What follows belongs to an exercise in optimizing a design on an open flow for small area; a production flow would make more cautious choices.
The RTL was checked by simulation tests, not by an equivalence proof against the original design.
No activity file was given, so power comes from the tool's default toggle rates.

==> flow/design.v (excerpt) <==
module oc8051_top (
input wb_clk_i,   
input wb_rst_i,   
input int0_i,   
input int1_i,   
input ea_in,    
input wbd_ack_i,    
input wbi_ack_i,    
input wbd_err_i,    
input wbi_err_i,    
input [7:0]   wbd_dat_i,    
input [31:0]  wbi_dat_i,    
output wbd_we_o,   
output wbd_stb_o,    
output wbd_cyc_o,    
output wbi_stb_o,    
output wbi_cyc_o,    
output [7:0]  wbd_dat_o,    
output [15:0] wbd_adr_o,    
output [15:0] wbi_adr_o,    
input  [7:0]  p0_i,   
output [7:0]  p0_o,   
input  [7:0]  p1_i,   
output [7:0]  p1_o,   
input  [7:0]  p2_i,   
output [7:0]  p2_o,   
input  [7:0]  p3_i,   
output [7:0]  p3_o,   
input rxd_i,    
output txd_o,    
input t0_i,   
input t1_i,   
input t2_i,   
input t2ex_i  
);
Size in the first run: ~8,100 cells after synthesis, ~2,600 flip-flops, ~110,000 µm² of cells after synthesis.
Settings: LEC_CHECK=0, CAP_MARGIN=20, CORE_MARGIN=2, CORE_UTILIZATION=45, SLEW_MARGIN=20; clock period 16.0 ns.
standard.sh (not shown) runs the stock make flow with config.mk's settings and CLKGATE_MAP_FILE= SYNTH_SCRIPT=/design/flow/synth_recipe.tcl, a recipe that flattens the netlist after the stock synthesis.
==> flow/flow/run.sh <==
#!/bin/bash
# Own layout flow: the standard ORFS flow, with these changes
#  - synthesis: the standard synthesis script, but ABC maps with an area-oriented
#    script (flow/area.abc) instead of ORFS's delay-oriented one; registers are untouched
#  - port buffers: every input and output still gets a buffer, of the smallest buffer cell
#  - clock tree: small clock buffers in small clusters and no dummy loads
# Each tool's output goes to a log file in this folder (make_synth.log, make_finish.log),
# and ORFS's own per-step logs are under orfs/logs/.
set -euo pipefail
W=$PWD
sed -e "s|log_cmd abc {\*}\$abc_args|set abc_args [lreplace \$abc_args 0 1 -script $W/flow/area.abc]\n  log_cmd abc {*}\$abc_args|" \
  "$FLOW_HOME/scripts/synth.tcl" > "$W/flow_synth.tcl"
grep -q "$W/flow/area.abc" "$W/flow_synth.tcl"
sed -e "s|\$::env(SCRIPTS_DIR)/synth.tcl|$W/flow_synth.tcl|" synth_recipe.tcl > "$W/flow_synth_recipe.tcl"
grep -q "$W/flow_synth.tcl" "$W/flow_synth_recipe.tcl"
bash standard.sh synth SYNTH_SCRIPT="$W/flow_synth_recipe.tcl" > "$W/make_synth.log" 2>&1
bash standard.sh finish \
  BUFFER_PORTS_ARGS="-buffer_cell sky130_fd_sc_hd__buf_1" \
  CTS_ARGS="-sink_clustering_enable -repair_clock_nets -dont_use_dummy_load -buf_list sky130_fd_sc_hd__clkbuf_4 -root_buf sky130_fd_sc_hd__clkbuf_16 -sink_clustering_size 10 -sink_clustering_max_diameter 40" \
  > "$W/make_finish.log" 2>&1
==> flow/flow/area.abc <==
strash
&get -n
&fraig -x
&put
scorr
dc2
strash
&get -n
&dch -f
&nf -R 1000 -p -C 32 -F 8
&put
strash
&get -n
&dch -f
&nf -R 1000 -p -C 32 -F 8
&put
strash
&get -n
&dch -f
&nf -R 1000 -p -C 32 -F 8
&put
Change:
--- a/flow/design.v
+++ b/flow/design.v
@@ -3984,13 +3984,15 @@
 );
 reg [3:0] tcon_s;
 reg tcon_tf1, tcon_tf0, tcon_ie1, tcon_ie0;
 reg [2:0] isrc_cur;
 reg [3:0] int_vec_r;
 assign int_vec = {2'b00, int_vec_r[2:0], 1'b0, {2{int_vec_r[3]}}};
-reg [2:0] isrc0, isrc1;    
+reg [2:0] isrc0_c, isrc1_c;  
+wire [2:0] isrc0 = isrc0_c + 3'd1;
+wire [2:0] isrc1 = isrc1_c + 3'd1;
 reg [1:0] int_dept;
 reg [1:0] int_dept_1;
 reg int_proc;
 reg int_lev0, int_lev1;    
 reg cur_lev;
 always @*
@@ -4112,12 +4114,14 @@
 end
 always @(posedge clk or posedge rst)
 begin
   if (rst) begin
     int_vec_r <= 4'b0000;
     int_dept <= 2'b0;
+    isrc0_c <= 3'h7;
+    isrc1_c <= 3'h7;
     int_proc <= 1'b0;
     int_lev0 <= 1'b0;
     int_lev1 <= 1'b0;
   end else if (reti & int_proc) begin   
    if (int_dept==2'b01)
      int_proc <= 1'b0;
@@ -4125,59 +4129,56 @@
   end else if (((ie[7]) & (!cur_lev) || !int_proc) & il1) begin   
    int_proc <= 1'b1;
    if (int_dept == 2'd0) int_lev0 <= 1'b1; else if (int_dept == 2'd1) int_lev1 <= 1'b1;
    int_dept <= int_dept + 2'b01;
    if (int_l1[0]) begin
      int_vec_r <= {1'b1, 3'd0};
+     if (int_dept == 2'd0) isrc0_c <= 3'd0; else if (int_dept == 2'd1) isrc1_c <= 3'd0;
    end else if (int_l1[1]) begin
      int_vec_r <= {1'b1, 3'd1};
+     if (int_dept == 2'd0) isrc0_c <= 3'd1; else if (int_dept == 2'd1) isrc1_c <= 3'd1;
    end else if (int_l1[2]) begin
      int_vec_r <= {1'b1, 3'd2};
+     if (int_dept == 2'd0) isrc0_c <= 3'd2; else if (int_dept == 2'd1) isrc1_c <= 3'd2;
    end else if (int_l1[3]) begin
      int_vec_r <= {1'b1, 3'd3};
+     if (int_dept == 2'd0) isrc0_c <= 3'd3; else if (int_dept == 2'd1) isrc1_c <= 3'd3;
    end else if (int_l1[4]) begin
      int_vec_r <= {1'b1, 3'd4};
+     if (int_dept == 2'd0) isrc0_c <= 3'd4; else if (int_dept == 2'd1) isrc1_c <= 3'd4;
    end else if (int_l1[5]) begin
      int_vec_r <= {1'b1, 3'd5};
+     if (int_dept == 2'd0) isrc0_c <= 3'd5; else if (int_dept == 2'd1) isrc1_c <= 3'd5;
    end
  end else if ((ie[7]) & !int_proc & il0) begin   
    int_proc <= 1'b1;
    if (int_dept == 2'd0) int_lev0 <= 1'b0; else if (int_dept == 2'd1) int_lev1 <= 1'b0;
    int_dept <= 2'b01;
    if (int_l0[0]) begin
      int_vec_r <= {1'b1, 3'd0};
+     if (int_dept == 2'd0) isrc0_c <= 3'd0; else if (int_dept == 2'd1) isrc1_c <= 3'd0;
    end else if (int_l0[1]) begin
      int_vec_r <= {1'b1, 3'd1};
+     if (int_dept == 2'd0) isrc0_c <= 3'd1; else if (int_dept == 2'd1) isrc1_c <= 3'd1;
    end else if (int_l0[2]) begin
      int_vec_r <= {1'b1, 3'd2};
+     if (int_dept == 2'd0) isrc0_c <= 3'd2; else if (int_dept == 2'd1) isrc1_c <= 3'd2;
    end else if (int_l0[3]) begin
      int_vec_r <= {1'b1, 3'd3};
+     if (int_dept == 2'd0) isrc0_c <= 3'd3; else if (int_dept == 2'd1) isrc1_c <= 3'd3;
    end else if (int_l0[4]) begin
      int_vec_r <= {1'b1, 3'd4};
+     if (int_dept == 2'd0) isrc0_c <= 3'd4; else if (int_dept == 2'd1) isrc1_c <= 3'd4;
    end else if (int_l0[5]) begin
      int_vec_r <= {1'b1, 3'd5};
+     if (int_dept == 2'd0) isrc0_c <= 3'd5; else if (int_dept == 2'd1) isrc1_c <= 3'd5;
    end
  end else begin
    int_vec_r <= 4'b0000;
  end
 end
-wire       isrc_l1 = ((ie[7]) & (!cur_lev) || !int_proc) & il1;
-wire [5:0] int_lx = isrc_l1 ? int_l1 : int_l0;
-wire       isrc_we = !(reti & int_proc) & (isrc_l1 | ((ie[7]) & !int_proc & il0));
-wire [2:0] isrc_new = int_lx[0] ? 3'b001 : int_lx[1] ? 3'b010 : int_lx[2] ? 3'b011 :
-                      int_lx[3] ? 3'b100 : int_lx[4] ? 3'b101 : 3'b110;
-always @(posedge clk or posedge rst)
-begin
-  if (rst) begin
-    isrc0 <= 3'h0;
-    isrc1 <= 3'h0;
-  end else if (isrc_we) begin
-    if (int_dept == 2'd0) isrc0 <= isrc_new;
-    if (int_dept == 2'd1) isrc1 <= isrc_new;
-  end
-end
 always @(posedge clk or posedge rst)
 begin
   if (rst) begin
     tf0_buff <= 1'b0;
     tf1_buff <= 1'b0;
     ie0_buff <= 1'b0;
Result: The changed run completed with no timing, DRC or antenna violations; setup slack improves by 0.22 ns; area after synthesis is about the same; count of clock-buffer cells in the layout rose by 4; combinational power is higher by about 3%; first-iteration DRC count came out higher by about 1.7%.

port drivers added, routing unchanged:
How much do the figures lean on ideal ports? The routed layouts below were timed once more, with nothing changed but the port constraints. Step 1 sets driving cells, clkbuf_16 on the clock port and buf_2 on the other inputs (assumed; they add their load-dependent delay and slew). Step 2 moves the port delays by t, midway between the first and last clock arrival at a register: inputs arrive t later, outputs are due t later. That takes back most of the time a late clock gives input paths. Three values: no drivers, after step 1, after step 2; two values: the first two.
run	shift t [ns]	setup WS [ns]	latest minus earliest clock arrival (ns)	worst register clock-pin slew, ns
the first run	0.963	0.927 / 0.927 / 0.927	0.138 / 0.138	0.11 / 0.11
the second run	0.983	1.148 / 1.148 / 1.148	0.136 / 0.136	0.12 / 0.12
After both steps setup and hold are still met in every run listed.
